Context: an optimization exercise on an open-source flow, tuned for small area. The choices shown serve that exercise and are no tape-out recipe. Function was checked by simulation only, so behaviour that the tests miss may differ from the original. The flow treats the clock pin as an ideal source, which a real chip does not have. Power figures rest on the tool's default switching activity, not on a simulated workload.

**flow/flow/run.sh**
```bash
#!/bin/bash
# Standard layout, with the smallest buffer on the ports and a clock tree
# of few large buffers without dummy loads.
export BUFFER_PORTS_ARGS="-buffer_cell sky130_fd_sc_hd__buf_1"
export CTS_ARGS="-sink_clustering_enable -repair_clock_nets -dont_use_dummy_load -buf_list sky130_fd_sc_hd__clkbuf_16 -sink_clustering_size 50 -sink_clustering_max_diameter 300"
bash standard.sh > standard.log 2>&1
```
**flow/standard.sh**
```bash
#!/bin/bash
# synth_recipe.tcl (not shown) runs the flow's synth.tcl, then flattens the netlist and writes it again
# the make line also repeats each setting of config.mk as NAME=value (left out here)
make -C /OpenROAD-flow-scripts/flow DESIGN_CONFIG=/design/flow/config.mk WORK_HOME=/design/flow/orfs CLKGATE_MAP_FILE= SYNTH_SCRIPT=/design/flow/synth_recipe.tcl "${@:-finish}"
```
**flow/config.mk**
```make
export PLATFORM = sky130hd
export DESIGN_NAME = topModule
export DESIGN_NICKNAME = topModule
export VERILOG_FILES = /design/flow/design.v
export SDC_FILE = /design/flow/constraint.sdc
export NUM_CORES = 4
export LEC_CHECK = 0
export CAP_MARGIN = 20
export CORE_MARGIN = 2
export CORE_UTILIZATION = 70
export SLEW_MARGIN = 20
```
**flow/constraint.sdc**
```tcl
create_clock -name core_clock -period 10.0 [get_ports {clk}]
set_input_delay 2.0000 -clock core_clock [delete_from_list [all_inputs] [get_ports {clk}]]
set_output_delay 2.0000 -clock core_clock [all_outputs]
set_load 0.01 [all_outputs]
```
**flow/design.v**
```verilog
module keypad_scan(clk, rst, scan_rst, key_col, key_row, kc, kr);
  input clk, rst;
  input scan_rst;
  input [3:0] key_row;
  output [2:0] key_col;
  output reg [1:0] kc;
  output reg [1:0] kr;
  reg [1:0] sq;
  wire [1:0] s = scan_rst ? 2'd0 : sq;
  wire key_stop = |key_row;
  wire one_row = (key_row == 4'b0001) | (key_row == 4'b0010) |
                 (key_row == 4'b0100) | (key_row == 4'b1000);
  assign key_col = {s == 2'd3, s == 2'd2, s == 2'd1};
  always @(posedge clk) begin
    if (rst) sq <= 2'd0;
    else if (!key_stop) sq <= (s == 2'd3) ? 2'd1 : s + 2'd1;
    else sq <= s;
  end
  always @(posedge clk) begin
    if (rst) kc <= 2'd0;
    else kc <= one_row ? s : 2'd0;
    kr <= {key_row[3] | key_row[2], key_row[3] | key_row[1]};
  end
endmodule
module demux(clk, rst, switch, kc, kr, dc, dr, dsw);
  input clk, rst, switch;
  input [1:0] kc, kr;
  output reg [1:0] dc, dr;
  output reg dsw;
  always @(posedge clk) begin
    if (rst) dc <= 2'd0;
    else dc <= kc;
    dr <= kr;
    dsw <= switch;
  end
endmodule
module mux(switch, pos, sw_digits, t_digits, t_zero, digit);
  input switch;
  input [2:0] pos;
  input [21:0] sw_digits;
  input [23:0] t_digits;
  input t_zero;
  output reg [3:0] digit;
  always @(*) begin
    digit = 4'd0;
    if (switch) begin
      case (pos)
        3'd0: digit = sw_digits[3:0];
        3'd1: digit = sw_digits[7:4];
        3'd2: digit = sw_digits[11:8];
        3'd3: digit = {1'b0, sw_digits[14:12]};
        3'd4: digit = sw_digits[18:15];
        3'd5: digit = {1'b0, sw_digits[21:19]};
        default: digit = 4'd0;
      endcase
    end else begin
      case (pos)
        3'd0: digit = t_zero ? 4'd0 : t_digits[3:0];
        3'd1: digit = t_zero ? 4'd0 : t_digits[7:4];
        3'd2: digit = t_digits[11:8];
        3'd3: digit = t_digits[15:12];
        3'd4: digit = t_digits[19:16];
        3'd5: digit = t_digits[23:20];
        default: digit = 4'd0;
      endcase
    end
  end
endmodule
module smallMux(s, t, switch, clk, rst, out);
  input s, t, switch;
  input clk, rst;
  output reg out;
  always @(posedge clk) begin
    if (rst) out <= 1'b0;
    else out <= switch ? s : t;
  end
endmodule
module light_distributor(i, clk, rst, o);
  input i, clk, rst;
  output [7:0] o;
  reg l;
  always @(posedge clk) begin
    if (rst) l <= 1'b0;
    else l <= i;
  end
  assign o = {8{l}};
endmodule
module outBuffer(clk, rst, digit, pos, seg_data, seg_position);
  input clk, rst;
  input [3:0] digit;
  output [2:0] pos;
  output [7:0] seg_data;
  output [5:0] seg_position;
  reg [3:0] cnt;
  reg [2:0] q;
  reg [3:0] nd, sd;
  assign pos = (q == 3'd5 || q == 3'd7) ? 3'd0 : q + 3'd1;
  always @(posedge clk) begin
    if (rst) begin
      cnt <= 4'd0;
      q <= 3'd7;
      nd <= 4'd0;
      sd <= 4'd15;
    end else begin
      cnt <= cnt + 4'd1;
      if (cnt == 4'd14) nd <= digit;
      if (cnt == 4'd0) begin
        q <= pos;
        sd <= nd;
      end
    end
  end
  assign seg_position = {q != 3'd5 && q != 3'd7, q != 3'd4 && q != 3'd7, q != 3'd3 && q != 3'd7,
                         q != 3'd2 && q != 3'd7, q != 3'd1 && q != 3'd7, q != 3'd0 && q != 3'd7};
  wire s3 = sd[3], s2 = sd[2], s1 = sd[1], s0 = sd[0];
  assign seg_data[7] = ~(~s3 & ~s2 & ~s1 & s0 | s3 & s2 | s2 & ~s0);
  assign seg_data[6] = ~s3 & s1 & s0 | ~s2 | ~s1 & ~s0;
  assign seg_data[5] = ~s3 & s2 | ~s3 & s0 | ~s1;
  assign seg_data[4] = ~s2 & s1 | ~s2 & ~s0 | s2 & ~s1 & s0 | s1 & ~s0;
  assign seg_data[3] = ~(s2 & ~s1 | s0);
  assign seg_data[2] = ~(~s3 & ~s2 & s0 | ~s2 & s1 | s1 & s0);
  assign seg_data[1] = ~(~s3 & ~s2 & ~s1 | s2 & s1 & s0);
  assign seg_data[0] = 1'b0;
endmodule
module stopWatch(clk, rst, switch, k_star, k_hash, rst_out, t1, t10, s1, s10, m1, m10);
  input clk, rst, switch;
  input k_star, k_hash;
  output reg rst_out;
  output reg [3:0] t1, t10, s1, m1;
  output reg [2:0] s10, m10;
  localparam DIS = 2'd0, RST = 2'd1, CNT = 2'd2, STP = 2'd3;
  reg [1:0] state, n_state;
  reg [1:0] cyc;
  always @(*) begin
    n_state = state;
    if (switch && state == DIS) n_state = RST;
    else if (!switch) n_state = DIS;
    if (k_star) n_state = RST;
    else if (k_hash) n_state = (state == CNT) ? STP : CNT;
  end
  wire tick = (state == CNT) && (cyc == 2'd2);
  function [3:0] inc9;
    input [3:0] b;
    inc9 = {b[3] & ~b[0] | b[2] & b[1] & b[0], b[2] ^ (b[1] & b[0]), ~b[3] & (b[1] ^ b[0]), ~b[0]};
  endfunction
  function [2:0] inc5;
    input [2:0] b;
    inc5 = {b[2] & ~b[0] | b[1] & b[0], ~b[2] & (b[1] ^ b[0]), ~b[0]};
  endfunction
  wire t1_9 = t1[3] & t1[0], t10_9 = t10[3] & t10[0];
  wire s1_9 = s1[3] & s1[0], s10_5 = s10[2] & s10[0];
  wire m1_9 = m1[3] & m1[0], m10_5 = m10[2] & m10[0];
  wire clr = (state == RST);
  wire inc_t10 = tick && t1_9;
  wire inc_s1 = inc_t10 && t10_9;
  wire inc_s10 = inc_s1 && s1_9;
  wire inc_m1 = inc_s10 && s10_5;
  wire inc_m10 = inc_m1 && m1_9;
  always @(posedge clk) begin
    if (rst) begin
      state <= DIS; rst_out <= 1'b0;
    end else begin
      state <= n_state;
      rst_out <= (k_star | k_hash) && !clr;
    end
  end
  always @(posedge clk) begin
    if (rst || clr) cyc <= 2'd0; else if (state == CNT) cyc <= cyc + 2'd1;
    if (rst || clr) t1 <= 0; else if (tick) t1 <= inc9(t1);
    if (rst || clr) t10 <= 0; else if (inc_t10) t10 <= inc9(t10);
    if (rst || clr) s1 <= 0; else if (inc_s1) s1 <= inc9(s1);
    if (rst || clr) s10 <= 0; else if (inc_s10) s10 <= inc5(s10);
    if (rst || clr) m1 <= 0; else if (inc_m1) m1 <= inc9(m1);
    if (rst || clr) m10 <= 0; else if (inc_m10) m10 <= inc5(m10);
  end
endmodule
module timer(clk, rst, switch, k_star, k_hash, k_dig, digit, rst_out, light_out, zero,
             t1, t10, s1, s10, m1, m10);
  input clk, rst, switch;
  input k_star, k_hash, k_dig;
  input [3:0] digit;
  output reg rst_out;
  output reg light_out;
  output zero;
  output reg [3:0] t1, t10, s1, s10, m1, m10;
  localparam DIS = 3'd0, RST = 3'd1, KEY = 3'd2, RDY = 3'd3, CD = 3'd4, ZRO = 3'd5, DIS2 = 3'd6;
  reg [2:0] state, n_state;
  reg [1:0] cyc;
  wire dis = (state == DIS) || (state == DIS2);
  assign zero = (state == ZRO);
  always @(*) begin
    n_state = state;
    if (!switch && dis) n_state = RST;
    else if (switch) n_state = DIS;
    if (k_star) begin
      case (state)
        RST: n_state = KEY;
        KEY: n_state = RDY;
        default: n_state = RST;
      endcase
    end else if (k_hash) begin
      case (state)
        RDY: n_state = CD;
        CD: n_state = RDY;
        default: n_state = RST;
      endcase
    end
    if (state == CD && t1 == 0 && t10 == 0 && s1 == 0 && s10 == 0 && m1 == 0 && m10 == 0)
      n_state = ZRO;
    if (state == KEY && n_state == DIS) n_state = DIS2;
  end
  wire run = (state == CD) || (state == ZRO);
  wire tick = run && (cyc == 2'd2);
  wire tm0 = (t1 == 0) && (t10 == 0);
  wire sc0 = (s1 == 0) && (s10 == 0);
  function [3:0] dec9;
    input [3:0] b;
    reg z;
    begin
      z = ~(b[3] | b[2] | b[1] | b[0]);
      dec9 = {b[3] & b[0] | z, b[2] & (b[1] | b[0]) | b[3] & ~b[0],
              b[1] & b[0] | ~b[1] & ~b[0] & (b[2] | b[3]), ~b[0]};
    end
  endfunction
  function [3:0] dec5;
    input [3:0] b;
    reg z;
    begin
      z = ~(b[3] | b[2] | b[1] | b[0]);
      dec5 = {b[3] & b[0], b[2] & (b[1] | b[0]) | b[3] & ~b[0] | z,
              b[1] & b[0] | ~b[1] & ~b[0] & (b[2] | b[3]), ~b[0]};
    end
  endfunction
  wire [3:0] t1_d = dec9(t1), t10_d = dec9(t10), s1_d = dec9(s1), s10_d = dec5(s10);
  wire [3:0] m1_d = dec9(m1), m10_d = dec9(m10);
  wire st_rst = (state == RST), st_key = (state == KEY), st_cd = (state == CD), st_zro = (state == ZRO);
  wire allz = tm0 && sc0 && (m1 == 0) && (m10 == 0);
  wire clr = st_rst || (state == DIS2);
  wire clr_t = clr || (st_zro && (switch || k_star || k_hash));
  wire shift = st_key && k_dig;
  wire dec_t1 = tick && !(st_cd && allz);
  wire dec_t10 = dec_t1 && (t1 == 0);
  wire dec_s1 = tick && st_cd && tm0 && !allz;
  wire dec_s10 = dec_s1 && (s1 == 0);
  wire dec_m1 = dec_s1 && sc0;
  wire dec_m10 = dec_m1 && (m1 == 0);
  always @(posedge clk) begin
    if (rst) begin
      state <= DIS; rst_out <= 1'b0; light_out <= 1'b0; cyc <= 2'd0;
    end else begin
      state <= n_state;
      if (st_rst) rst_out <= 1'b0;
      else if (k_star | k_hash | (k_dig & st_key)) rst_out <= 1'b1;
      else if (!k_dig) rst_out <= 1'b0;
      if (st_rst) cyc <= 2'd0;
      else if (run) cyc <= cyc + 2'd1;
      if (st_rst) light_out <= 1'b0;
      else if (st_cd && allz) light_out <= 1'b1;
      else if (st_zro && tick && t1 == 4'd1 && t10 == 0) light_out <= ~light_out;
    end
  end
  always @(posedge clk) begin
    if (rst || clr_t) t1 <= 0; else if (shift) t1 <= digit; else if (dec_t1) t1 <= t1_d;
    if (rst || clr_t) t10 <= 0; else if (shift) t10 <= t1; else if (dec_t10) t10 <= t10_d;
    if (rst || clr) s1 <= 0; else if (shift) s1 <= t10; else if (dec_s1) s1 <= s1_d;
    if (rst || clr) s10 <= 0; else if (shift) s10 <= s1; else if (dec_s10) s10 <= s10_d;
    if (rst || clr) m1 <= 0; else if (shift) m1 <= s10; else if (dec_m1) m1 <= m1_d;
    if (rst || clr) m10 <= 0; else if (shift) m10 <= m1; else if (dec_m10) m10 <= m10_d;
  end
endmodule
module topModule(clk, rst, switch, key_row, key_col, seg_data, seg_position, light_out);
  input clk, rst, switch;
  input [3:0] key_row;
  output [2:0] key_col;
  output [7:0] seg_data;
  output [5:0] seg_position;
  output [7:0] light_out;
  wire scannerRst;
  wire [1:0] kc, kr, dc, dr;
  wire dsw;
  wire rst_out_s, rst_out_t, light, t_zero;
  wire [3:0] st1, st10, ss1, sm1;
  wire [2:0] ss10, sm10;
  wire [3:0] tt1, tt10, ts1, ts10, tm1, tm10;
  wire [2:0] pos;
  wire [3:0] digit;
  wire valid = (dc != 2'd0);
  wire star = valid && dr == 2'd3 && dc == 2'd1;
  wire hash = valid && dr == 2'd3 && dc == 2'd3;
  wire dig = valid && !star && !hash;
  wire [3:0] dval = (dr == 2'd3) ? 4'd0 : {2'b00, dr} * 4'd3 + {2'b00, dc};
  keypad_scan myks(clk, rst, scannerRst, key_col, key_row, kc, kr);
  demux mydemux(clk, rst, switch, kc, kr, dc, dr, dsw);
  stopWatch mysw(clk, rst, switch, star & dsw, hash & dsw, rst_out_s,
                 st1, st10, ss1, ss10, sm1, sm10);
  timer mytimer(clk, rst, switch, star & !dsw, hash & !dsw, dig & !dsw, dval,
                rst_out_t, light, t_zero, tt1, tt10, ts1, ts10, tm1, tm10);
  smallMux mysmallmux(rst_out_s, rst_out_t, switch, clk, rst, scannerRst);
  light_distributor myld(light, clk, rst, light_out);
  mux mymux(switch, pos, {sm10, sm1, ss10, ss1, st10, st1},
            {tm10, tm1, ts10, ts1, tt10, tt1}, t_zero, digit);
  outBuffer mybuffer(clk, rst, digit, pos, seg_data, seg_position);
endmodule
```
==> results of run 1 <==
metrics by stage:
stage          hold WS (ns)  instances  util [%]  total power, mW
3_5_place_dp         0.3216        650     72.22           0.4756
5_1_grt              0.3370        659     75.63           0.7808
2_1_floorplan        0.3096        582         -           0.4485
3_3_place_gp         0.3105        650     72.22           0.4708
4_1_cts              0.3335        659     75.56           0.7464
6_report             0.3313        659     75.63           0.7492
cell usage after synthesis, types with 4 or more instances:
cell type   n  area [sq um]
a21o_1      5         37.54
nand3_1    15         75.07
o31ai_1     5         37.54
and3_1      5         31.28
a22oi_1     9         67.56
nand4_1     9         56.30
nor3b_1     4         30.03
o21ai_0    40         200.2
dfxtp_1    86          1722
buf_4      10         75.07
a21oi_1    34         170.2
or2_2       4         25.02
nand2_1    44         165.2
nor3_1      9         45.04
xnor2_1     8         70.07
nor4_1      6         37.54
nor2_1     62         232.7
a211o_1     4         35.03
a2111oi_0   4         35.03
nor2b_1    10         62.56
o211ai_1    6         45.04
clkbuf_1   27         101.4
nand2b_1    5         31.28
ha_1       21         262.8
buf_2       5         25.02
nand3b_1    9         67.56
a32o_1      4         40.04
or4_1       4         30.03
xor2_1     11         96.34
inv_1      25         93.84
and4_1      6         52.55
mux2i_1    12         120.1
a31oi_1    16         100.1
path summary, 6_finish.rpt:
path | endpoint | slack (ns) | cells after the start
max | seg_position[5] | 5.75 | 4
min | mydemux.dr[1] | 0.33 | 0
max reg2reg | mybuffer.nd[0] | 6.42 | 7
min reg2reg | mydemux.dr[1] | 0.33 | 0
final cells by class:
cell class | count | area [sq um] | share of cell area, %
multi-input cells | 426 | 2834 | 55.46
flip-flops and latches | 86 | 1722 | 33.69
clock buffers | 9 | 225.2 | 4.407
repair buffers | 33 | 135.1 | 2.644
well taps | 80 | 100.1 | 1.959
inverters | 25 | 93.84 | 1.836
kinds of logic (layout without fill, tap and decap cells):
| logic type | count (synthesis) | count (layout) | synth area share, % |
|---|---|---|---|
| fa+ha+maj | 23 | 23 | 6.224 |
| compound gates | 158 | 158 | 21.48 |
| mux | 15 | 15 | 3.164 |
| xor+xnor | 19 | 19 | 3.421 |
| buf+inv | 70 | 67 | 6.456 |
| simple gates | 210 | 210 | 23.79 |
| other cells | 1 | 1 | 0.07709 |
| flops | 86 | 86 | 35.39 |
layer usage:
| metal | up-vias | GRT usage, % | part of all wire, % |
|---|---|---|---|
| met3 | 13 | 4.645 | 4.4 |
| met2 | 115 | 51.79 | 49 |
| met1 | 2035 | 38.93 | 45 |
| li1 | 2101 | - | - |
| met4 | 0 | 9.650 | 1.3 |
| met5 | - | 0 | 0 |
power by group:
group	internal (mW)	switching, mW	leakage [nW]
Sequential	0.350	0.0109	0.698
Combinational	0.0350	0.0771	1.07
Clock	0.158	0.118	0.111
==> PnR_summary.wiki, run 1 <==
{| class="wikitable"
! Metric !! Value
|-
| Run status || complete, no violations
|-
| Total inserted antenna cells || 0
|-
| Number of fill cells in the layout || 521
|-
| Pre-CTS setup slack || 6.177 ns
|-
| Maximum achievable frequency || 235.1 MHz
|-
| Total Nets Final || 611
|-
| Cell chosen for the clock root || clkbuf_16
|-
| Fraction of registers with async set or reset after synthesis || 0%
|-
| Post-layout instance area || 5110 sq um
|-
| Fraction of layout cells with a size suffix above 1 || 5.181%
|-
| Iteration count of the initial detailed-routing pass || 5
|-
| Min-Delay Startpoint || myks.kr[1]
|-
| Post-synthesis instance area || 4865 sq um
|-
| Post-Syn Instances || 582
|-
| Min Tclk post-route || 4.253 ns
|-
| Setup violations, final || 0
|-
| Number of vias in the routed layout || 4264
|-
| Worst path max stage delay || 0.82 ns
|-
| Required time worst endpoint || 8.00 ns
|-
| Via count of the first global-routing pass || 3945
|-
| Synth cell types || 70
|-
| Count of buffer and inverter cells on the critical path || 1
|-
| Most used DFF post-synth || dfxtp_1
|-
| Maximum number of pins on one net before global-route repair || 36
|-
| Net count after synthesis || 612
|-
| Capturing element type of the critical path || output pin
|-
| Critical Path AT || 2.25 ns
|-
| Type of origin of the critical path || flop
|-
| Setup skew after layout || 0.01375 ns
|-
| Commonest non-fill, non-tap cell in the layout || dfxtp_1
|-
| Most frequent cells in the layout || dfxtp_1 (86), nor2_1 (62), nand2_1 (44)
|-
| Leakage power figure || 1.883 nW
|-
| Via density per instance || 6.470
|-
| Cells along the critical path || ha_1 > ha_1 > a21oi_1 > buf_1
|-
| Total Routing Usage GR || 30.22%
|-
| Portion of the post-synthesis area used by sequential elements || 35.39%
|-
| Tightest slew margin relative to the limit || 28.42%
|-
| Number of sinks handled by clock tree synthesis || 86
|-
| Classification of the worst-slack hold path || flop to flop
|-
| ANT nets after route || 0
|-
| Max FO, Critical Path || 15
|-
| Worst path most repeated cell || ha_1
|-
| Synthesized flop and latch total || 86
|-
| Number of ports placed on the die boundary || 32
|-
| Routed WL || 10710 microns
|-
| Number of max-capacitance violations reported || 0
|-
| Clock transition at the register clock pins on the worst setup and hold paths after CTS || 0.05 ns
|-
| Placed cell areas || 4880 sq um
|-
| Total of cells resized after clock tree synthesis || 0
|-
| Measured slew at the worst slew-check pin || 1.074 ns
|-
| Remaining design rule violation count || 0
|-
| Hold violation total from the final report || 0
|-
| Setup repair after global routing missed its margin || no
|-
| Core area || 6756 sq um
|-
| Post-Syn Area per Cell || 8.359 sq um
|-
| Critical path launch point || mybuffer.q[0]
|-
| Yosys warning count || 8
|-
| Share of the clock period used by the worst path after layout || 42.53%
|-
| CTS Buf Count || 9
|-
| Hold Buf Count CTS || 0
|-
| Die area || 7633 sq um
|-
| Vert. Die Dim || 87.37 microns
|-
| Starting density of the core || 72.00%
|-
| CP delay by family, top || compound AO/OA/AOI/OAI gates
|-
| Std cell rows || 30
|-
| R2R Path Start || mybuffer.q[0]
|-
| Wire length of the first global-routing pass || 18570 microns
|-
| Number of DRC markers after the initial detailed-route iteration || 260
|-
| GRT overflow || 0
|-
| Routability congestion estimate from global placement || 0.8697
|-
| Number of buffers inserted to repair setup after CTS || 0
|-
| Sum of negative setup slack || 0 ns
|-
| Layout Area Growth over Synthesis || 5.041%
|-
| Final worst slack || 5.747 ns
|-
| Worst ir drop on vdd || 0.1104 mV
|-
| Wire length per cell after detailed routing || 16.25 microns
|-
| Post-synth EDFFs || 0
|-
| Die extent in x || 87.37 microns
|-
| CTS tree || yes
|-
| Port Buffers || 30
|-
| Estimated wirelength of the detail-placed design || 7541 microns
|-
| Worst setup path category || flop to output pin
|-
| Critical-path cell with the highest stage delay || a21oi_1
|-
| Initial antenna violation count || 0
|-
| P per Cell Area || 146.6 nW/um^2
|-
| Buffer levels on the longest clock path || 2
|-
| Final slew viol count || 0
|-
| Clk Latency, worst-skew pair || 0.34 ns
|-
| H-tree levels || 3
|}
==> run 2, diff against run 1 <==
==> flow/flow/run.sh (replaced) <==
#!/bin/bash
# Standard layout, with the smallest buffer on the ports and a clock tree
# of small clusters without dummy loads.
export BUFFER_PORTS_ARGS="-buffer_cell sky130_fd_sc_hd__buf_1"
export CTS_ARGS="-sink_clustering_enable -repair_clock_nets -dont_use_dummy_load -buf_list {sky130_fd_sc_hd__clkbuf_4 sky130_fd_sc_hd__clkbuf_8} -sink_clustering_size 12"
bash standard.sh > standard.log 2>&1
==> PnR_summary.wiki, run 2 <==
{| class="wikitable"
! Metric !! Value
|-
| Run status || complete, no violations
|-
| Most common library cells after synthesis || dfxtp_1 (86), nor2_1 (62), nand2_1 (44), o21ai_0 (40), a21oi_1 (34)
|-
| Critical Path AT || 2.30 ns (+0.05 ns)
|-
| WHS || 0.3343 ns (+0.002971 ns)
|-
| Number of buffers inserted to repair setup after CTS || 0 (unchanged)
|-
| CTS Buf Count || 9 (unchanged)
|-
| Portion of the post-synthesis area used by sequential elements || 35.39% (unchanged)
|-
| Proportion of netlist area held by the largest area contributor || 35.39% (unchanged)
|-
| Routability congestion estimate from global placement || 0.8697 (unchanged)
|-
| Synthesized flop and latch total || 86 (unchanged)
|-
| Tightest slew margin relative to the limit || 26.19% (-2.2 points)
|-
| Cells along the critical path || ha_1 > ha_1 > a21oi_1 > buf_1
|-
| Die extent in x || 87.37 microns (unchanged)
|-
| Maximum number of pins on one net before global-route repair || 36 (unchanged)
|-
| Post-Syn Instances || 582 (unchanged)
|-
| Count of buffer and inverter cells on the critical path || 1 (unchanged)
|-
| Net count after synthesis || 612 (unchanged)
|-
| Fraction of layout cells with a size suffix above 1 || 5.181% (unchanged)
|-
| Wire length of the first global-routing pass || 18090 microns (-2.6%)
|-
| Non-filler instance count after layout || 659 (unchanged)
|-
| Post-synth EDFFs || 0 (unchanged)
|-
| Post-synthesis instance area || 4865 sq um (unchanged)
|-
| CTS tree || yes
|-
| Required time worst endpoint || 8.00 ns (about the same)
|-
| Number of DRC markers after the initial detailed-route iteration || 267 (+2.7%)
|-
| P per Cell Area || 131.7 nW/um^2 (-10%)
|-
| Number of instances in the placed design || 650 (unchanged)
|-
| Measured slew at the worst slew-check pin || 1.107 ns (+0.03334 ns)
|-
| ANT nets after route || 0 (unchanged)
|-
| Clk Latency, worst-skew pair || 0.35 ns (about the same)
|-
| Total of cells resized after clock tree synthesis || 0 (unchanged)
|-
| Total inserted antenna cells || 0 (unchanged)
|-
| Synth cell types || 70 (unchanged)
|-
| Via count of the first global-routing pass || 3942 (-0.076%)
|-
| Setup repair after global routing missed its margin || no
|-
| Estimated wirelength of the detail-placed design || 7541 microns (unchanged)
|-
| Worst ir drop on vdd || 0.09845 mV (-11%)
|-
| Std cell rows || 30 (unchanged)
|-
| Worst setup path category || flop to output pin
|-
| Maximum achievable frequency || 232.4 MHz (-1.2%)
|-
| Min-Delay Startpoint || myks.kr[0]
|-
| Min-Delay Path Depth || 0 (unchanged)
|-
| R2R Path Start || mybuffer.q[0]
|-
| Share of the clock period used by the worst path after layout || 43.04% (+0.50 points)
|-
| Setup violations, final || 0 (unchanged)
|-
| Area leader, netlist || dfxtp_1
|-
| Vert. Die Dim || 87.37 microns (unchanged)
|-
| Depth of the critical timing path with buffers and inverters included || 4 (unchanged)
|-
| Initial antenna violation count || 0 (unchanged)
|-
| Routed WL || 10490 microns (-2.0%)
|-
| Number of fill cells in the layout || 542 (+4.0%)
|-
| Cell chosen for the clock root || clkbuf_8
|-
| Core area || 6756 sq um (unchanged)
|-
| Number of sinks handled by clock tree synthesis || 86 (unchanged)
|-
| GRT overflow || 0 (unchanged)
|-
| Commonest non-fill, non-tap cell in the layout || dfxtp_1
|-
| Buffer levels on the longest clock path || 2 (unchanged)
|-
| Post-Syn Area per Cell || 8.359 sq um (unchanged)
|-
| Most used DFF post-synth || dfxtp_1
|-
| Wire length per cell after detailed routing || 15.92 microns (-2.0%)
|-
| Hold violation total from the final report || 0 (unchanged)
|-
| Setup skew after layout || 0.01744 ns (+0.003689 ns)
|-
| End point of the worst hold path || mydemux.dr[0]
|-
| Total Nets Final || 611 (unchanged)
|-
| Iteration count of the initial detailed-routing pass || 5 (unchanged)
|-
| Number of ports placed on the die boundary || 32 (unchanged)
|-
| Logic depth of the worst register-to-register path || 7 (unchanged)
|-
| Worst path most repeated cell || ha_1
|-
| Layout Area Growth over Synthesis || 2.958%
|-
| Max FO, Critical Path || 15 (unchanged)
|-
| Ranking of synthesized cells by area || dfxtp_1 (35%), ha_1 (5.4%), nor2_1 (4.8%)
|-
| CP delay by family, top || compound AO/OA/AOI/OAI gates
|-
| Fraction of registers with async set or reset after synthesis || 0% (unchanged)
|-
| Die area || 7633 sq um (unchanged)
|-
| Most instantiated library cell after synthesis || dfxtp_1
|-
| Min Tclk post-route || 4.304 ns (+0.05033 ns)
|-
| Leakage power figure || 1.837 nW (-2.5%)
|-
| Classification of the worst-slack hold path || flop to flop
|-
| Remaining design rule violation count || 0 (unchanged)
|-
| Starting density of the core || 72.00% (unchanged)
|-
| Port Buffers || 30 (unchanged)
|-
| Clock transition at the register clock pins on the worst setup and hold paths after CTS || 0.07 ns (+0.02 ns)
|-
| Number of max-capacitance violations reported || 0 (unchanged)
|-
| Total Routing Usage GR || 29.13% (-1.1 points)
|-
| Type of origin of the critical path || flop
|-
| Critical-path cell with the highest stage delay || a21oi_1
|-
| Final slew viol count || 0 (unchanged)
|-
| Number of vias in the routed layout || 4267 (+0.070%)
|-
| Register-to-register setup slack || 6.35 ns (-0.07 ns)
|-
| Worst path max stage delay || 0.85 ns (+0.03 ns)
|-
| Most frequent cells in the layout || dfxtp_1 (86), nor2_1 (62), nand2_1 (44)
|-
| Reg2Reg Capture Point || mybuffer.nd[0]
|-
| Via density per instance || 6.475 (about the same)
|-
| Hold Buf Count CTS || 0 (unchanged)
|-
| Capturing element type of the critical path || output pin
|-
| Yosys warning count || 8 (unchanged)
|-
| H-tree levels || 3 (unchanged)
|-
| Sum of negative setup slack || 0 ns (unchanged)
|}
-- run 2: how the worst max path moves through the flow --
stage | start | end | slack (ns)
floorplan | mybuffer.q[0] | seg_position[5] | 6.62
global route | mybuffer.q[0] | seg_position[5] | 5.57
detailed placement | mybuffer.q[0] | seg_position[5] | 6.18
CTS | mybuffer.q[0] | seg_position[5] | 5.80
global placement | mybuffer.q[0] | seg_position[5] | 6.27
finish | mybuffer.q[0] | seg_position[5] | 5.70
-- run 2: logic make-up (layout without fill, tap and decap cells) --
kind of cell | count (synthesis) | in the layout | share of synthesized area, %
compound gates | 158 | 158 | 21.48
mux | 15 | 15 | 3.164
flops | 86 | 86 | 35.39
simple gates | 210 | 210 | 23.79
xor+xnor | 19 | 19 | 3.421
fa+ha+maj | 23 | 23 | 6.224
other cells | 1 | 1 | 0.07709
buf+inv | 70 | 67 | 6.456
-- run 2: layout make-up --
| cell class | count | area (sq um) | area share, % |
|---|---|---|---|
| Sequential cell | 86 | 1722 | 34.37 |
| Clock buffer | 9 | 123.9 | 2.473 |
| Inverter | 25 | 93.84 | 1.874 |
| Tap cell | 80 | 100.1 | 1.999 |
| Timing Repair Buffer | 33 | 135.1 | 2.698 |
| Multi-Input combinational cell | 426 | 2834 | 56.58 |
-- run 2: per-layer routing --
metal	global-route usage, %	wire length (microns)	up-vias
met2	48.97	5076	131
met3	4.265	515	16
met5	0	0	-
met1	38.22	4764	2020
met4	9.930	136	0
li1	-	-	2100
-- run 2: power breakdown --
part | total, mW | internal [mW] | switching, mW
sequential | 0.360 | 0.349 | 0.0109
clock | 0.187 | 0.0807 | 0.107
combinational | 0.112 | 0.0350 | 0.0771
total | 0.660 | 0.465 | 0.195
-- run 2: through the flow --
step           setup slack [ns]  power, mW  utilization [%]  cell area, sq um
5_1_grt                   5.573     0.6920            74.13              5009
2_1_floorplan             6.615     0.4485                -              4865
3_5_place_dp              6.177     0.4756            72.22              4880
4_1_cts                   5.805     0.6574            74.06              5004
6_report                  5.696     0.6598            74.13              5009
3_3_place_gp              6.272     0.4708            72.22              4880
-- run 2: worst reg2reg max path, stage by stage (launching register included) --
cell and delay, ns:
dfxtp_1 0.37, ha_1 0.29, ha_1 0.24, a21oi_1 0.85, nand2_1 0.61, a32o_1 0.44, a2111oi_0 0.61, o31ai_1 0.11
==> run 3, diff against run 2 <==
--- a/flow/design.v
+++ b/flow/design.v
@@ -128,7 +128,7 @@
   output reg rst_out;
   output reg [3:0] t1, t10, s1, m1;
   output reg [2:0] s10, m10;
-  localparam DIS = 2'd0, RST = 2'd1, CNT = 2'd2, STP = 2'd3;
+  localparam DIS = 2'd0, RST = 2'd3, CNT = 2'd1, STP = 2'd2;
   reg [1:0] state, n_state;
   reg [1:0] cyc;
   always @(*) begin
@@ -183,7 +183,7 @@
   output reg light_out;
   output zero;
   output reg [3:0] t1, t10, s1, s10, m1, m10;
-  localparam DIS = 3'd0, RST = 3'd1, KEY = 3'd2, RDY = 3'd3, CD = 3'd4, ZRO = 3'd5, DIS2 = 3'd6;
+  localparam DIS = 3'd0, RST = 3'd1, KEY = 3'd3, RDY = 3'd2, CD = 3'd6, ZRO = 3'd7, DIS2 = 3'd5;
   reg [2:0] state, n_state;
   reg [1:0] cyc;
   wire dis = (state == DIS) || (state == DIS2);
==> flow/flow/run.sh (replaced) <==
#!/bin/bash
# Synthesis: the standard script with an area-oriented ABC recipe
# (flow/abc_area.script) and no adder extraction; registers are then given
# the instance names the standard synthesis gives them. Layout: the standard
# flow with the smallest buffer on the ports and a clock tree of small
# clusters without dummy loads.
set -euo pipefail
W=$PWD
R=$W/orfs/results/$FLOW_PLATFORM/topModule/base
# 1. standard synthesis, kept for its register names
bash standard.sh synth > $W/synth_standard.log 2>&1
cp $R/1_2_yosys.v $W/standard_synth.v
rm -f $R/1_2_yosys.v $R/1_synth.odb $R/1_synth.sdc
# 2. area-oriented synthesis
rm -rf $W/scripts_area
cp -r $FLOW_HOME/scripts $W/scripts_area
cp $W/flow/abc_area.script $W/scripts_area/abc_area.script
SCRIPTS_DIR=$W/scripts_area ABC_AREA=1 ADDER_MAP_FILE= bash standard.sh $R/1_2_yosys.v > $W/synth_area.log 2>&1
python3 $W/flow/rename_regs.py $W/standard_synth.v $R/1_2_yosys.v > $W/rename_regs.log 2>&1
# 3. layout
export BUFFER_PORTS_ARGS="-buffer_cell sky130_fd_sc_hd__buf_1"
export CTS_ARGS="-sink_clustering_enable -repair_clock_nets -dont_use_dummy_load -buf_list {sky130_fd_sc_hd__clkbuf_4 sky130_fd_sc_hd__clkbuf_8} -sink_clustering_size 12"
bash standard.sh > $W/layout.log 2>&1
==> flow/flow/abc_area.script (new file) <==
strash
&get -n
&deepsyn -T 30
&put
dch -f
&get -n
&nf -R 1000 -p -F 8 -A 4 -a
&put
==> flow/flow/rename_regs.py (new file) <==
import re, sys

cell_re = re.compile(r'^(\s*)(sky130_fd_sc_hd__\w+)\s+(\\\S+\s|\S+)\s*\(', re.M)

def cells(text):
    # yields (start, end, cell type, instance name, body) for each instance
    out = []
    for m in cell_re.finditer(text):
        end = text.index(');', m.end())
        out.append((m.start(3), m.end(3), m.group(2), m.group(3).strip(), text[m.end():end]))
    return out

def q_net(body):
    m = re.search(r'\.Q\((.*?)\)\s*(,|$)', body, re.S)
    return m.group(1).strip() if m else None

ref = open(sys.argv[1]).read()
net = open(sys.argv[2]).read()
ref_names = {}
for s, e, typ, name, body in cells(ref):
    if '__df' in typ:
        ref_names[q_net(body)] = name
wanted = set(ref_names.values())
new = []
pos = 0
n_reg = 0
for s, e, typ, name, body in cells(net):
    if '__df' in typ:
        q = q_net(body)
        if q not in ref_names:
            sys.exit('register %s (Q %s) has no match in the reference' % (name, q))
        repl = ref_names[q]
        n_reg += 1
    elif name in wanted:
        repl = name.rstrip() + '_c' if not name.startswith('\\') else name + '_c'
    else:
        continue
    new.append(net[pos:s])
    new.append(repl + ' ')
    pos = e
new.append(net[pos:])
if n_reg != len(ref_names):
    sys.exit('register count differs: %d vs %d' % (n_reg, len(ref_names)))
open(sys.argv[2], 'w').write(''.join(new))
print('renamed %d registers' % n_reg)
==> PnR_summary.wiki, run 3 <==
{| class="wikitable"
! Metric !! Value
|-
| Run status || complete, no violations
|-
| Routability congestion estimate from global placement || 0.9030 (+3.8%)
|-
| Post-Syn Area per Cell || 8.472 sq um (+1.4%)
|-
| Number of buffers inserted to repair setup after CTS || 0 (unchanged)
|-
| Tightest slew margin relative to the limit || 30.58% (+4.4 points)
|-
| GRT met2 Usage || 48.97% (about the same)
|-
| Met1 layer usage reported by global route || 39.53% (+1.3 points)
|-
| Final core utilization || 76.67% (+2.5 points)
|-
| Via density per instance || 6.508 (+0.51%)
|-
| Port Buffers || 30 (unchanged)
|-
| Routed WL || 8881 microns (-15%)
|-
| Classification of the worst-slack hold path || flop to flop
|-
| Wire length of the first global-routing pass || 14920 microns (-18%)
|-
| Layout Area Growth over Synthesis || 7.497%
|-
| Clock network power share || 30.5% (+2.1 points)
|-
| Die area || 6117 sq um (-20%)
|-
| Wire length per cell after detailed routing || 15.83 microns (-0.58%)
|-
| Number of instances in the placed design || 552 (-15%)
|-
| Min Tclk post-route || 4.108 ns (-0.1954 ns)
|-
| Setup skew after layout || 0.02168 ns (+0.004238 ns)
|-
| H-tree levels || 3 (unchanged)
|-
| Number of max-capacitance violations reported || 0 (unchanged)
|-
| Starting density of the core || 71.32% (-0.68 points)
|-
| Depth of the critical timing path with buffers and inverters included || 13 (+9)
|-
| Final slew viol count || 0 (unchanged)
|-
| Cells along the critical path || nor4_1 > nand3b_1 > nor3_1 > or4_1 > or4_1 > nor4_1 > nand2b_1 > nor2_1 > nand3b_1 > nor2_1 > nand2_1 > o311ai_0 > o311ai_0
|-
| Compound-Gate Fraction of Synth Area || 24.89% (+3.4 points)
|-
| Clock transition at the register clock pins on the worst setup and hold paths after CTS || 0.09 ns (+0.02 ns)
|-
| Setup violations, final || 0 (unchanged)
|-
| Max FO, Critical Path || 9 (-6)
|-
| Vert. Die Dim || 78.21 microns (-10%)
|-
| Type of origin of the critical path || flop
|-
| Number of vias in the routed layout || 3651 (-14%)
|-
| Number of fill cells in the layout || 416 (-23%)
|-
| Non-filler instance count after layout || 561 (-15%)
|-
| Critical Path AT || 4.30 ns (+2.00 ns)
|-
| Simple-Gate Fraction of Synth Area || 24.99% (+1.2 points)
|-
| Most used DFF post-synth || dfxtp_1
|-
| CTS Buf Count || 9 (unchanged)
|-
| Largest family of logic cells by synthesized area || simple AND/OR/NAND/NOR gates
|-
| Commonest non-fill, non-tap cell in the layout || dfxtp_1
|-
| Buffer levels on the longest clock path || 2 (unchanged)
|-
| Maximum number of pins on one net before global-route repair || 26 (-28%)
|-
| Worst path max stage delay || 0.63 ns (-0.22 ns)
|-
| Hold Buf Count CTS || 0 (unchanged)
|-
| ANT nets after route || 0 (unchanged)
|-
| Synth cell types || 50 (-29%)
|-
| Portion of the post-synthesis area used by sequential elements || 44.66% (+9.3 points)
|-
| Total of cells resized after clock tree synthesis || 0 (unchanged)
|-
| R2R Path Start || mytimer.t1[1]
|-
| Combinational group share of total power || 9.8% (-7.2 points)
|-
| P per Cell Area || 146.1 nW/um^2 (+11%)
|-
| Hold violation total from the final report || 0 (unchanged)
|-
| Reg2Reg Capture Point || mytimer.m10[2]
|-
| Number of sinks handled by clock tree synthesis || 86 (unchanged)
|-
| Xor-xnor portion of the synthesized cell area || 1.363% (-2.1 points)
|-
| Adder-cell area share of the yosys netlist || 0% (-6.2 points)
|-
| Sum of negative setup slack || 0 ns (unchanged)
|-
| Area leader, netlist || dfxtp_1
|-
| Clk Latency, worst-skew pair || 0.35 ns (about the same)
|-
| Register area || 1722 sq um (unchanged)
|-
| Proportion of netlist area held by the largest area contributor || 44.66% (+9.3 points)
|-
| Total inserted antenna cells || 0 (unchanged)
|-
| Internal power || 451.7 uW (-2.9%)
|-
| Share of cell area taken by muxes after synthesis || 1.071% (-2.1 points)
|-
| Sw frac || 25.41% (-4.1 points)
|-
| Post-synthesis instance area || 3855 sq um (-21%)
|-
| Iteration count of the initial detailed-routing pass || 6 (+1)
|-
| Post-synth EDFFs || 0 (unchanged)
|-
| Remaining design rule violation count || 0 (unchanged)
|-
| Critical-path cell with the highest stage delay || or4_1
|-
| GRT overflow || 0 (unchanged)
|-
| Most frequent cells in the layout || dfxtp_1 (86), nor2_1 (56), nand2_1 (41)
|-
| Register-to-register setup slack || 5.89 ns (-0.46 ns)
|-
| Min-Delay Path Depth || 0 (unchanged)
|-
| Met3 Use GR || 5.862% (+1.6 points)
|-
| Die extent in x || 78.21 microns (-10%)
|-
| Endpoint of the worst setup timing path || mytimer.m10[2]
|-
| Number of DRC markers after the initial detailed-route iteration || 272 (+1.9%)
|-
| Worst setup path category || flop to flop
|-
| Total Routing Usage GR || 30.24% (+1.1 points)
|-
| Required time worst endpoint || 10.19 ns (+2.19 ns)
|-
| Yosys warning count || 8 (unchanged)
|-
| Critical path launch point || mytimer.t1[1]
|-
| Ranking of synthesized cells by area || dfxtp_1 (45%), nor2_1 (5.5%), a21oi_1 (5.2%)
|-
| Estimated wirelength of the detail-placed design || 6264 microns (-17%)
|-
| Maximum achievable frequency || 243.4 MHz (+4.8%)
|-
| Number of ports placed on the die boundary || 32 (unchanged)
|-
| Post-Syn Instances || 455 (-22%)
|-
| Initial antenna violation count || 0 (unchanged)
|-
| Synthesized flop and latch total || 86 (unchanged)
|-
| Logic depth of the worst register-to-register path || 13 (+6)
|-
| Most instantiated library cell after synthesis || dfxtp_1
|-
| Capturing element type of the critical path || flop
|-
| Std cell rows || 27 (-10%)
|-
| Fraction of registers with async set or reset after synthesis || 0% (unchanged)
|-
| Flop pwr share || 59.7% (+5.1 points)
|-
| Worst ir drop on vdd || 0.1355 mV (+38%)
|-
| Measured slew at the worst slew-check pin || 1.039 ns (-0.06797 ns)
|-
| Net count after synthesis || 462 (-25%)
|-
| Setup repair after global routing missed its margin || no
|-
| Fraction of layout cells with a size suffix above 1 || 2.658% (-2.5 points)
|-
| CP delay by family, top || simple AND/OR/NAND/NOR gates
|-
| Most common library cells after synthesis || dfxtp_1 (86), nor2_1 (56), nand2_1 (41), a21oi_1 (40), o21ai_0 (27)
|-
| Most crowded layer after global routing || met2
|-
| WHS || 0.3530 ns (+0.01868 ns)
|-
| Leakage power figure || 1.474 nW (-20%)
|-
| Net Sw Power || 153.9 uW (-21%)
|-
| Area of the multi-input gates || 2021 sq um (-29%)
|-
| Total Nets Final || 498 (-18%)
|-
| Share of the clock period used by the worst path after layout || 41.08% (-2.0 points)
|-
| CTS tree || yes
|-
| Count of buffer and inverter cells on the critical path || 0 (-1)
|-
| Core area || 5405 sq um (-20%)
|-
| Cell chosen for the clock root || clkbuf_8
|-
| Via count of the first global-routing pass || 3321 (-16%)
|}
run 3: cell type report:
| cell class | instances | area share (%) |
|---|---|---|
| multi-input combinational | 348 | 48.76 |
| sequential | 86 | 41.55 |
| timing repair buffer | 34 | 3.442 |
| clock buffer | 9 | 2.989 |
| tap | 72 | 2.174 |
| inverter | 12 | 1.087 |
run 3: power by group through the flow:
stage	logic, mW	clock network [mW]	registers, mW
after floorplan	0.0397	0	0.366
after global placement	0.0575	0	0.368
after detailed placement	0.0591	0	0.369
after CTS	0.0593	0.188	0.361
after global routing	0.0660	0.199	0.363
final	0.0594	0.185	0.361
run 3: how the worst min path moves through the flow:
stage / from / to / slack (ns)
finish: myks.kr[0] / mydemux.dr[0] / 0.35
global route: myks.kr[1] / mydemux.dr[1] / 0.35
global placement: myks.kr[1] / mydemux.dr[1] / 0.31
floorplan: myks.kr[0] / mydemux.dr[0] / 0.31
CTS: myks.kr[1] / mydemux.dr[1] / 0.35
detailed placement: myks.kr[1] / mydemux.dr[1] / 0.33
run 3: logic make-up after synthesis:
logic type	Yosys count
other	1
muxes	4
buffers and inverters	21
DFF	86
xor gates and xnor gates	6
AOI/OAI and AO/OA	142
and+or+nand+nor	195
run 3: worst register-to-register path: stages, from the launching register on:
cell and delay [ns]:
dfxtp_1 0.44, nor4_1 0.12, nand3b_1 0.16, nor3_1 0.12, or4_1 0.63, or4_1 0.56, nor4_1 0.48, nand2b_1 0.22
nor2_1 0.23, nand3b_1 0.24, nor2_1 0.15, nand2_1 0.13, o311ai_0 0.29, o311ai_0 0.18
run 3: routing by layer:
layer / vias to the layer above / wire length (microns)
met5: - / 0
met4: 0 / 199
met3: 21 / 552
met2: 149 / 4174
met1: 1712 / 3953
li1: 1769 / -
run 3: through the flow:
| stage | worst slack [ns] | total power, mW | instance area, sq um |
|---|---|---|---|
| 2_1_floorplan | 6.522 | 0.4058 | 3855 |
| 3_3_place_gp | 6.203 | 0.4257 | 4020 |
| 3_5_place_dp | 6.015 | 0.4282 | 4020 |
| 4_1_cts | 5.963 | 0.6084 | 4144 |
| 5_1_grt | 5.504 | 0.6279 | 4144 |
| 6_report | 5.892 | 0.6056 | 4144 |
==> run 4, diff against run 3 <==
--- a/flow/flow/run.sh
+++ b/flow/flow/run.sh
@@ -3,7 +3,8 @@
 # (flow/abc_area.script) and no adder extraction; registers are then given
 # the instance names the standard synthesis gives them. Layout: the standard
 # flow with the smallest buffer on the ports and a clock tree of small
-# clusters without dummy loads.
+# clusters without dummy loads, whose buffers are then downsized as far as the
+# flip-flop clock-pin slew allows (flow/downsize_clk.tcl).
 set -euo pipefail
 W=$PWD
 R=$W/orfs/results/$FLOW_PLATFORM/topModule/base
@@ -19,5 +20,6 @@
 python3 $W/flow/rename_regs.py $W/standard_synth.v $R/1_2_yosys.v > $W/rename_regs.log 2>&1
 # 3. layout
 export BUFFER_PORTS_ARGS="-buffer_cell sky130_fd_sc_hd__buf_1"
+export POST_CTS_TCL=$W/flow/downsize_clk.tcl
 export CTS_ARGS="-sink_clustering_enable -repair_clock_nets -dont_use_dummy_load -buf_list {sky130_fd_sc_hd__clkbuf_4 sky130_fd_sc_hd__clkbuf_8} -sink_clustering_size 12"
 bash standard.sh > $W/layout.log 2>&1
==> flow/flow/downsize_clk.tcl (new file) <==
# Downsize each clock-tree buffer to the smallest clkbuf that keeps every
# flip-flop clock pin's slew (placement-estimated) under a limit.
proc my_clk_max_slew {} {
  estimate_parasitics -placement
  set mx 0
  foreach pin [get_pins -hierarchical */CLK] {
    set s [get_property $pin slew_max]
    if {$s > $mx} { set mx $s }
  }
  return $mx
}
set my_slew_limit 0.110
set my_block [ord::get_db_block]
foreach my_inst [$my_block getInsts] {
  set my_name [$my_inst getName]
  if {![string match clkbuf_* $my_name]} continue
  set my_orig [[$my_inst getMaster] getName]
  foreach my_size {2 4 8 16} {
    set my_try sky130_fd_sc_hd__clkbuf_$my_size
    if {$my_try == $my_orig} break
    replace_cell $my_name $my_try
    if {[my_clk_max_slew] <= $my_slew_limit} break
    replace_cell $my_name $my_orig
  }
  puts "clock buffer $my_name: $my_orig -> [[$my_inst getMaster] getName]"
}
puts "clock pin slew after downsizing: [my_clk_max_slew]"
==> flow/config.mk (replaced) <==
export PLATFORM = sky130hd
export DESIGN_NAME = topModule
export DESIGN_NICKNAME = topModule
export VERILOG_FILES = /design/flow/design.v
export SDC_FILE = /design/flow/constraint.sdc
export NUM_CORES = 4
export LEC_CHECK = 0
export CAP_MARGIN = 0
export CORE_MARGIN = 2
export CORE_UTILIZATION = 85
export SLEW_MARGIN = 0
==> PnR_summary.wiki, run 4 <==
{| class="wikitable"
! Metric !! Value
|-
| Synthesized flop and latch total || 86 (unchanged)
|-
| Run status || aborted with a tool error
|-
| Post-synth EDFFs || 0 (unchanged)
|-
| Net count after synthesis || 462 (unchanged)
|-
| Proportion of netlist area held by the largest area contributor || 44.66% (unchanged)
|-
| Post-Syn Instances || 455 (unchanged)
|-
| Area leader, netlist || dfxtp_1
|-
| Synth cell types || 50 (unchanged)
|-
| Stage where the flow stopped || global placement without I/O
|-
| Most used DFF post-synth || dfxtp_1
|-
| Ranking of synthesized cells by area || dfxtp_1 (45%), nor2_1 (5.5%), a21oi_1 (5.2%)
|-
| Most common library cells after synthesis || dfxtp_1 (86), nor2_1 (56), nand2_1 (41), a21oi_1 (40), o21ai_0 (27)
|-
| Starting density of the core || 88.53% (+17 points)
|-
| Fraction of registers with async set or reset after synthesis || 0% (unchanged)
|-
| Portion of the post-synthesis area used by sequential elements || 44.66% (unchanged)
|-
| Stop err || [ERROR GPL-0301] Utilization 102.584 % exceeds 100%.
|-
| Std cell rows || 24 (-11%)
|-
| Vert. Die Dim || 71.35 microns (-8.8%)
|-
| Post-synthesis instance area || 3855 sq um (unchanged)
|-
| Yosys warning count || 8 (unchanged)
|-
| Most instantiated library cell after synthesis || dfxtp_1
|-
| Post-Syn Area per Cell || 8.472 sq um (unchanged)
|-
| Die extent in x || 71.35 microns (-8.8%)
|}
## run 4: cell counts after synthesis
No cell type changed its count.
## run 4: logic make-up after synthesis
| family | Yosys count | share of synthesized area (%) |
|---|---|---|
| other cells | 1 | 0.09728 |
| flops | 86 | 44.66 |
| mux | 4 | 1.071 |
| buf+inv | 21 | 2.921 |
| xor+xnor | 6 | 1.363 |
| compound gates | 142 | 24.89 |
| simple gates | 195 | 24.99 |
==> run 5, diff against run 4 <==
--- a/flow/config.mk
+++ b/flow/config.mk
@@ -7,5 +7,5 @@
 export LEC_CHECK = 0
 export CAP_MARGIN = 0
 export CORE_MARGIN = 2
-export CORE_UTILIZATION = 85
+export CORE_UTILIZATION = 70
 export SLEW_MARGIN = 0
==> PnR_summary.wiki, run 5 <==
{| class="wikitable"
! Metric !! Value
|-
| Number of fill cells in the layout || 422
|-
| Proportion of netlist area held by the largest area contributor || 44.66% (unchanged)
|-
| Setup violations, final || 0
|-
| Clock transition at the register clock pins on the worst setup and hold paths after CTS || 0.10 ns
|-
| Fraction of layout cells with a size suffix above 1 || 2.658%
|-
| Number of max-capacitance violations reported || 0
|-
| Vert. Die Dim || 78.21 microns (+9.6%)
|-
| Routability congestion estimate from global placement || 0.9030
|-
| Via density per instance || 6.560
|-
| Starting density of the core || 71.32% (-17 points)
|-
| Final core utilization || 75.93%
|-
| Most frequent cells in the layout || dfxtp_1 (86), nor2_1 (56), nand2_1 (41)
|-
| Hold violation total from the final report || 0
|-
| Estimated wirelength of the detail-placed design || 6264 microns
|-
| Adder-cell area share of the yosys netlist || 0% (unchanged)
|-
| Measured slew at the worst slew-check pin || 1.019 ns
|-
| Total Nets Final || 498
|-
| Commonest non-fill, non-tap cell in the layout || dfxtp_1
|-
| Cells along the critical path || nand2_1 > nand4b_1 > nor3_1 > or4_1 > or4_1 > nor4_1 > nand2b_1 > nor2_1 > nand3b_1 > nor2_1 > nand2_1 > o311ai_0 > o311ai_0
|-
| ANT nets after route || 0
|-
| Worst ir drop on vdd || 0.1350 mV
|-
| Simple-Gate Fraction of Synth Area || 24.99% (unchanged)
|-
| Post-synth EDFFs || 0 (unchanged)
|-
| Wire length of the first global-routing pass || 14900 microns
|-
| Largest family of logic cells by synthesized area || simple AND/OR/NAND/NOR gates
|-
| Max FO, Critical Path || 9
|-
| Total Routing Usage GR || 30.24%
|-
| Number of ports placed on the die boundary || 32
|-
| Classification of the worst-slack hold path || flop to flop
|-
| Synth cell types || 50 (unchanged)
|-
| Count of buffer and inverter cells on the critical path || 0
|-
| CP delay by family, top || simple AND/OR/NAND/NOR gates
|-
| Compound-Gate Fraction of Synth Area || 24.89% (unchanged)
|-
| Leakage power figure || 1.458 nW
|-
| Required time worst endpoint || 10.37 ns
|-
| Setup skew after layout || 0.03262 ns
|-
| Post-Syn Instances || 455 (unchanged)
|-
| Port Buffers || 30
|-
| Most instantiated library cell after synthesis || dfxtp_1
|-
| Die extent in x || 78.21 microns (+9.6%)
|-
| Share of cell area taken by muxes after synthesis || 1.071% (unchanged)
|-
| Capturing element type of the critical path || flop
|-
| Yosys warning count || 8 (unchanged)
|-
| Layout Area Growth over Synthesis || 6.459%
|-
| Total inserted antenna cells || 0
|-
| Iteration count of the initial detailed-routing pass || 6
|-
| Die area || 6117 sq um
|-
| Number of vias in the routed layout || 3680
|-
| Post-Syn Area per Cell || 8.472 sq um (unchanged)
|-
| Xor-xnor portion of the synthesized cell area || 1.363% (unchanged)
|-
| Fraction of registers with async set or reset after synthesis || 0% (unchanged)
|-
| Share of the clock period used by the worst path after layout || 41.02%
|-
| Most common library cells after synthesis || dfxtp_1 (86), nor2_1 (56), nand2_1 (41), a21oi_1 (40), o21ai_0 (27)
|-
| Via count of the first global-routing pass || 3319
|-
| Core area || 5405 sq um
|-
| Number of DRC markers after the initial detailed-route iteration || 270
|-
| Min Tclk post-route || 4.102 ns
|-
| Remaining design rule violation count || 0
|-
| Post-synthesis instance area || 3855 sq um (unchanged)
|-
| Initial antenna violation count || 0
|-
| Area leader, netlist || dfxtp_1
|-
| Portion of the post-synthesis area used by sequential elements || 44.66% (unchanged)
|-
| Critical Path AT || 4.47 ns
|-
| Setup repair after global routing missed its margin || no
|-
| Worst path max stage delay || 0.63 ns
|-
| CTS tree || yes
|-
| Type of origin of the critical path || flop
|-
| Sum of negative setup slack || 0 ns
|-
| Number of sinks handled by clock tree synthesis || 86
|-
| Final slew viol count || 0
|-
| Run status || complete, no violations
|-
| GRT overflow || 0
|-
| Synthesized flop and latch total || 86 (unchanged)
|-
| Routed WL || 8869 microns
|-
| Worst setup path category || flop to flop
|-
| Critical-path cell with the highest stage delay || or4_1
|-
| Ranking of synthesized cells by area || dfxtp_1 (45%), nor2_1 (5.5%), a21oi_1 (5.2%)
|-
| Maximum achievable frequency || 243.8 MHz
|-
| P per Cell Area || 140.0 nW/um^2
|-
| Net count after synthesis || 462 (unchanged)
|-
| Clk Latency, worst-skew pair || 0.52 ns
|-
| Std cell rows || 27 (+13%)
|-
| Most used DFF post-synth || dfxtp_1
|-
| Tightest slew margin relative to the limit || 31.91%
|-
| Maximum number of pins on one net before global-route repair || 26
|-
| Wire length per cell after detailed routing || 15.81 microns
|}
==> run 5: per-stage QoR <==
stage / std cells / setup WS [ns] / power [mW] / hold slack, ns / instance area (sq um)
floorplan: 455 / 6.522 / 0.4058 / 0.3096 / 3855
global placement: 552 / 6.203 / 0.4257 / 0.3137 / 4020
detailed placement: 552 / 6.015 / 0.4282 / 0.3274 / 4020
global route: 561 / 5.543 / 0.5954 / 0.3546 / 4104
finish: 561 / 5.898 / 0.5747 / 0.3542 / 4104
==> run 5: worst reg2reg max path: cells and delay by family (launching register included) <==
kind               cells  cell delay (ns)
DFF                    1             0.38
AOI/OAI and AO/OA      2             0.47
and+or+nand+nor       11             3.12
==> run 5: worst paths after layout <==
kind,depth (start not counted),startpoint,to,slack [ns]
worst min register to register,0,myks.kr[0],mydemux.dr[0],0.35
worst max-delay path,13,mytimer.state[2],mytimer.m10[2],5.90
worst max register to register,13,mytimer.state[2],mytimer.m10[2],5.90
worst min-delay path,0,myks.kr[0],mydemux.dr[0],0.35
==> run 5: routing by layer <==
layer  vias to the layer above  wire [microns]  track usage (%)
met1                      1722            3896            39.45
met2                       173            4194            48.88
met5                         -               0                0
met3                        19             594            5.977
li1                       1766               -                -
met4                         0             184            13.33
==> run 5: where the power goes <==
group          internal, mW  switching, mW
sequential            0.350         0.0117
clock                0.0518          0.102
combinational        0.0213         0.0384
total                 0.423          0.152
==> run 5: area by class of cell <==
| class | count | area (sq um) | share of cell area [%] |
|---|---|---|---|
| sequential | 86 | 1722 | 41.95 |
| timing repair buffer | 34 | 142.6 | 3.476 |
| inverter | 12 | 45.04 | 1.098 |
| tap | 72 | 90.09 | 2.195 |
| multi-input combinational | 348 | 2021 | 49.24 |
| clock buffer | 9 | 83.83 | 2.043 |
==> run 5: cell families after synthesis <==
logic type / after synthesis
simple gates: 195
compound gates: 142
flops: 86
buf+inv: 21
xor+xnor: 6
mux: 4
other cells: 1
==> run 6, diff against run 5 <==
--- a/flow/config.mk
+++ b/flow/config.mk
@@ -5,7 +5,7 @@
 export SDC_FILE = /design/flow/constraint.sdc
 export NUM_CORES = 4
 export LEC_CHECK = 0
-export CAP_MARGIN = 0
+export CAP_MARGIN = 20
 export CORE_MARGIN = 2
 export CORE_UTILIZATION = 70
-export SLEW_MARGIN = 0
+export SLEW_MARGIN = 20
==> PnR_summary.wiki, run 6 <==
{| class="wikitable"
! Metric !! Value
|-
| Total inserted antenna cells || 0 (unchanged)
|-
| Die area || 6094 sq um (-0.37%)
|-
| Layout Area Growth over Synthesis || 6.549% (about the same)
|-
| GRT overflow || 0 (unchanged)
|-
| Via count of the first global-routing pass || 3167 (-4.6%)
|-
| Required time worst endpoint || 8.00 ns (-2.37 ns)
|-
| Total Routing Usage GR || 29.53% (-0.71 points)
|-
| Post-synthesis instance area || 3840 sq um (-0.39%)
|-
| Core area || 5205 sq um (-3.7%)
|-
| Synthesized flop and latch total || 86 (unchanged)
|-
| Maximum number of pins on one net before global-route repair || 26 (unchanged)
|-
| Tightest slew margin relative to the limit || 30.12% (-1.8 points)
|-
| Leakage power figure || 1.430 nW (-1.9%)
|-
| Most frequent cells in the layout || dfxtp_1 (86), nor2_1 (49), nand2_1 (43)
|-
| Area leader, netlist || dfxtp_1
|-
| Capturing element type of the critical path || output pin
|-
| Iteration count of the initial detailed-routing pass || 7 (+1)
|-
| Clock network power share || 27.7% (+1.0 points)
|-
| Routed WL || 8469 microns (-4.5%)
|-
| Run status || complete, no violations
|-
| Number of vias in the routed layout || 3515 (-4.5%)
|-
| Maximum achievable frequency || 237.1 MHz (-2.7%)
|-
| Port Buffers || 30 (unchanged)
|-
| Final worst slack || 5.783 ns (-0.1152 ns)
|-
| Number of sinks handled by clock tree synthesis || 86 (unchanged)
|-
| Commonest non-fill, non-tap cell in the layout || dfxtp_1
|-
| Std cell rows || 26 (-3.7%)
|-
| Fraction of registers with async set or reset after synthesis || 0% (unchanged)
|-
| Sum of negative setup slack || 0 ns (unchanged)
|-
| Setup skew after layout || 0.02339 ns (-0.009230 ns)
|-
| Remaining design rule violation count || 0 (unchanged)
|-
| Clk Latency, worst-skew pair || 0.49 ns (-0.03 ns)
|-
| Simple-Gate Fraction of Synth Area || 26.69% (+1.7 points)
|-
| Synth cell types || 46 (-8.0%)
|-
| Wire length per cell after detailed routing || 15.37 microns (-2.8%)
|-
| Most common library cells after synthesis || dfxtp_1 (86), nor2_1 (49), nand2_1 (43), a21oi_1 (29), o21ai_0 (27)
|-
| Total Nets Final || 490 (-1.6%)
|-
| Adder-cell area share of the yosys netlist || 0% (unchanged)
|-
| Post-synth EDFFs || 0 (unchanged)
|-
| Routability congestion estimate from global placement || 0.9220 (+2.1%)
|-
| Worst ir drop on vdd || 0.1247 mV (-7.6%)
|-
| Pre-CTS setup slack || 6.262 ns (+0.2463 ns)
|-
| Most instantiated library cell after synthesis || dfxtp_1
|-
| Largest family of logic cells by synthesized area || simple AND/OR/NAND/NOR gates
|-
| Classification of the worst-slack hold path || flop to flop
|-
| Sw frac || 25.79% (-0.65 points)
|-
| Portion of the post-synthesis area used by sequential elements || 44.84% (+0.17 points)
|-
| Internal power || 431.0 uW (+1.9%)
|-
| Worst setup path category || flop to output pin
|-
| P per Cell Area || 141.9 nW/um^2 (+1.3%)
|-
| Xor-xnor portion of the synthesized cell area || 2.737% (+1.4 points)
|-
| Clock transition at the register clock pins on the worst setup and hold paths after CTS || 0.08 ns (-0.02 ns)
|-
| Post-Syn Instances || 448 (-1.5%)
|-
| Critical Path AT || 2.22 ns (-2.25 ns)
|-
| Post-Syn Area per Cell || 8.571 sq um (+1.2%)
|-
| Number of ports placed on the die boundary || 32 (unchanged)
|-
| Min Tclk post-route || 4.217 ns (+0.1152 ns)
|-
| Type of origin of the critical path || flop
|-
| Setup violations, final || 0 (unchanged)
|-
| Register-to-register setup slack || 6.09 ns (+0.19 ns)
|-
| Max FO, Critical Path || 12 (+3)
|-
| Die extent in x || 78.07 microns (-0.19%)
|-
| Hold violation total from the final report || 0 (unchanged)
|-
| CTS tree || yes
|-
| Number of max-capacitance violations reported || 0 (unchanged)
|-
| Starting density of the core || 73.77% (+2.5 points)
|-
| Ranking of synthesized cells by area || dfxtp_1 (45%), nor2_1 (4.8%), nand2_1 (4.2%)
|-
| Final slew viol count || 0 (unchanged)
|-
| Flop pwr share || 62.2% (-0.7 points)
|-
| Most used DFF post-synth || dfxtp_1
|-
| Combinational group share of total power || 10.2% (-0.2 points)
|-
| Net count after synthesis || 455 (-1.5%)
|-
| Estimated wirelength of the detail-placed design || 6043 microns (-3.5%)
|-
| Yosys warning count || 8 (unchanged)
|-
| Net Sw Power || 149.8 uW (-1.4%)
|-
| Vert. Die Dim || 78.07 microns (-0.19%)
|-
| Via density per instance || 6.379 (-2.8%)
|-
| Initial antenna violation count || 0 (unchanged)
|-
| Proportion of netlist area held by the largest area contributor || 44.84% (+0.17 points)
|-
| Share of cell area taken by muxes after synthesis || 1.564% (+0.49 points)
|-
| Non-filler instance count after layout || 551 (-1.8%)
|-
| Number of DRC markers after the initial detailed-route iteration || 272 (+0.74%)
|-
| Fraction of layout cells with a size suffix above 1 || 2.495% (-0.16 points)
|-
| Wire length of the first global-routing pass || 14570 microns (-2.2%)
|-
| Overall power of the completed layout || 580.7 uW (+1.0%)
|-
| Compound-Gate Fraction of Synth Area || 21.73% (-3.2 points)
|-
| Number of instances in the placed design || 542 (-1.8%)
|-
| ANT nets after route || 0 (unchanged)
|-
| Share of the clock period used by the worst path after layout || 42.17% (+1.2 points)
|-
| Measured slew at the worst slew-check pin || 1.046 ns (+0.02673 ns)
|-
| Setup repair after global routing missed its margin || no
|}
[run 6: per-layer routing]
metal | routed length [microns] | track usage [%] | share of wire [%] | vias to the layer above
li1 | - | - | - | 1737
met1 | 3885 | 40.13 | 46 | 1621
met2 | 3933 | 48.45 | 46 | 141
met3 | 524 | 6.322 | 6.2 | 16
met4 | 126 | 7.193 | 1.5 | 0
met5 | 0 | 0 | 0 | -
[run 6: cell type report]
cell class              count  area [sq um]
inverters                   6         22.52
well taps                  70         87.58
clock buffers               9         96.34
repair buffers             33         135.1
fillers                   391          1114
flip-flops and latches     86          1722
multi-input cells         347          2028
[run 6: power by group through the flow]
stage          clock network [mW]  logic (mW)  registers, mW
2_1_floorplan                   0      0.0396          0.366
3_3_place_gp                    0      0.0569          0.368
3_5_place_dp                    0      0.0588          0.369
5_1_grt                     0.174      0.0664          0.363
6_report                    0.161      0.0590          0.361
[run 6: cell families (layout without fill, tap and decap cells)]
logic type      count (synthesis)  after routing
compound gates                123            123
mux                             6              6
flops                          86             86
other cells                     1              1
simple gates                  205            205
buf+inv                        15             48
xor+xnor                       12             12
[run 6: worst paths after layout]
check / end / cells past startpoint / from
max: seg_position[4] / 3 / mybuffer.q[2]
min: mydemux.dr[1] / 0 / myks.kr[1]
max reg2reg: mytimer.m10[2] / 14 / mytimer.t10[1]
min reg2reg: mydemux.dr[1] / 0 / myks.kr[1]
[run 6: critical path, cell delays in order (launching register included)]
cell and delay [ns]:
dfxtp_1 0.55, nor3b_1 0.85, nor2_1 0.17, buf_1 0.17
[run 6: through the flow]
stage / hold WS (ns) / utilization (%) / instance area [sq um]
finish: 0.3371 / 78.61 / 4091
global route: 0.3488 / 78.61 / 4091
detailed placement: 0.3121 / 76.75 / 3995
global placement: 0.3135 / 76.75 / 3995
floorplan: 0.3096 / - / 3840

## afterwards: timing with drivers on the ports
The results above use ideal ports. As a check the final layouts listed here were re-extracted and re-timed, cells and wires unchanged.
Step 1, drivers: a clkbuf_16 drives clk and a buf_2 each remaining input, both assumed.
Step 2 moves the port delays by t, midway between the first and last clock arrival at a register: inputs arrive t later, outputs are due t later. That takes back most of the time a late clock gives input paths.
a / b / c = ideal ports / drivers / drivers and shift; a / b = the first two.
run	t, ns	slack for setup (ns)	hold slack, ns
run 1	0.366	5.747 / 5.711 / 6.077	0.331 / 0.331 / 0.331
run 2	0.366	5.696 / 5.667 / 6.034	0.334 / 0.334 / 0.334
run 3	0.374	5.892 / 5.892 / 5.892	0.353 / 0.353 / 0.353
run 5	0.533	5.898 / 5.898 / 5.898	0.354 / 0.354 / 0.354
run 6	0.511	5.783 / 5.755 / 6.091	0.337 / 0.337 / 0.337
After both steps every run listed still meets setup and hold.
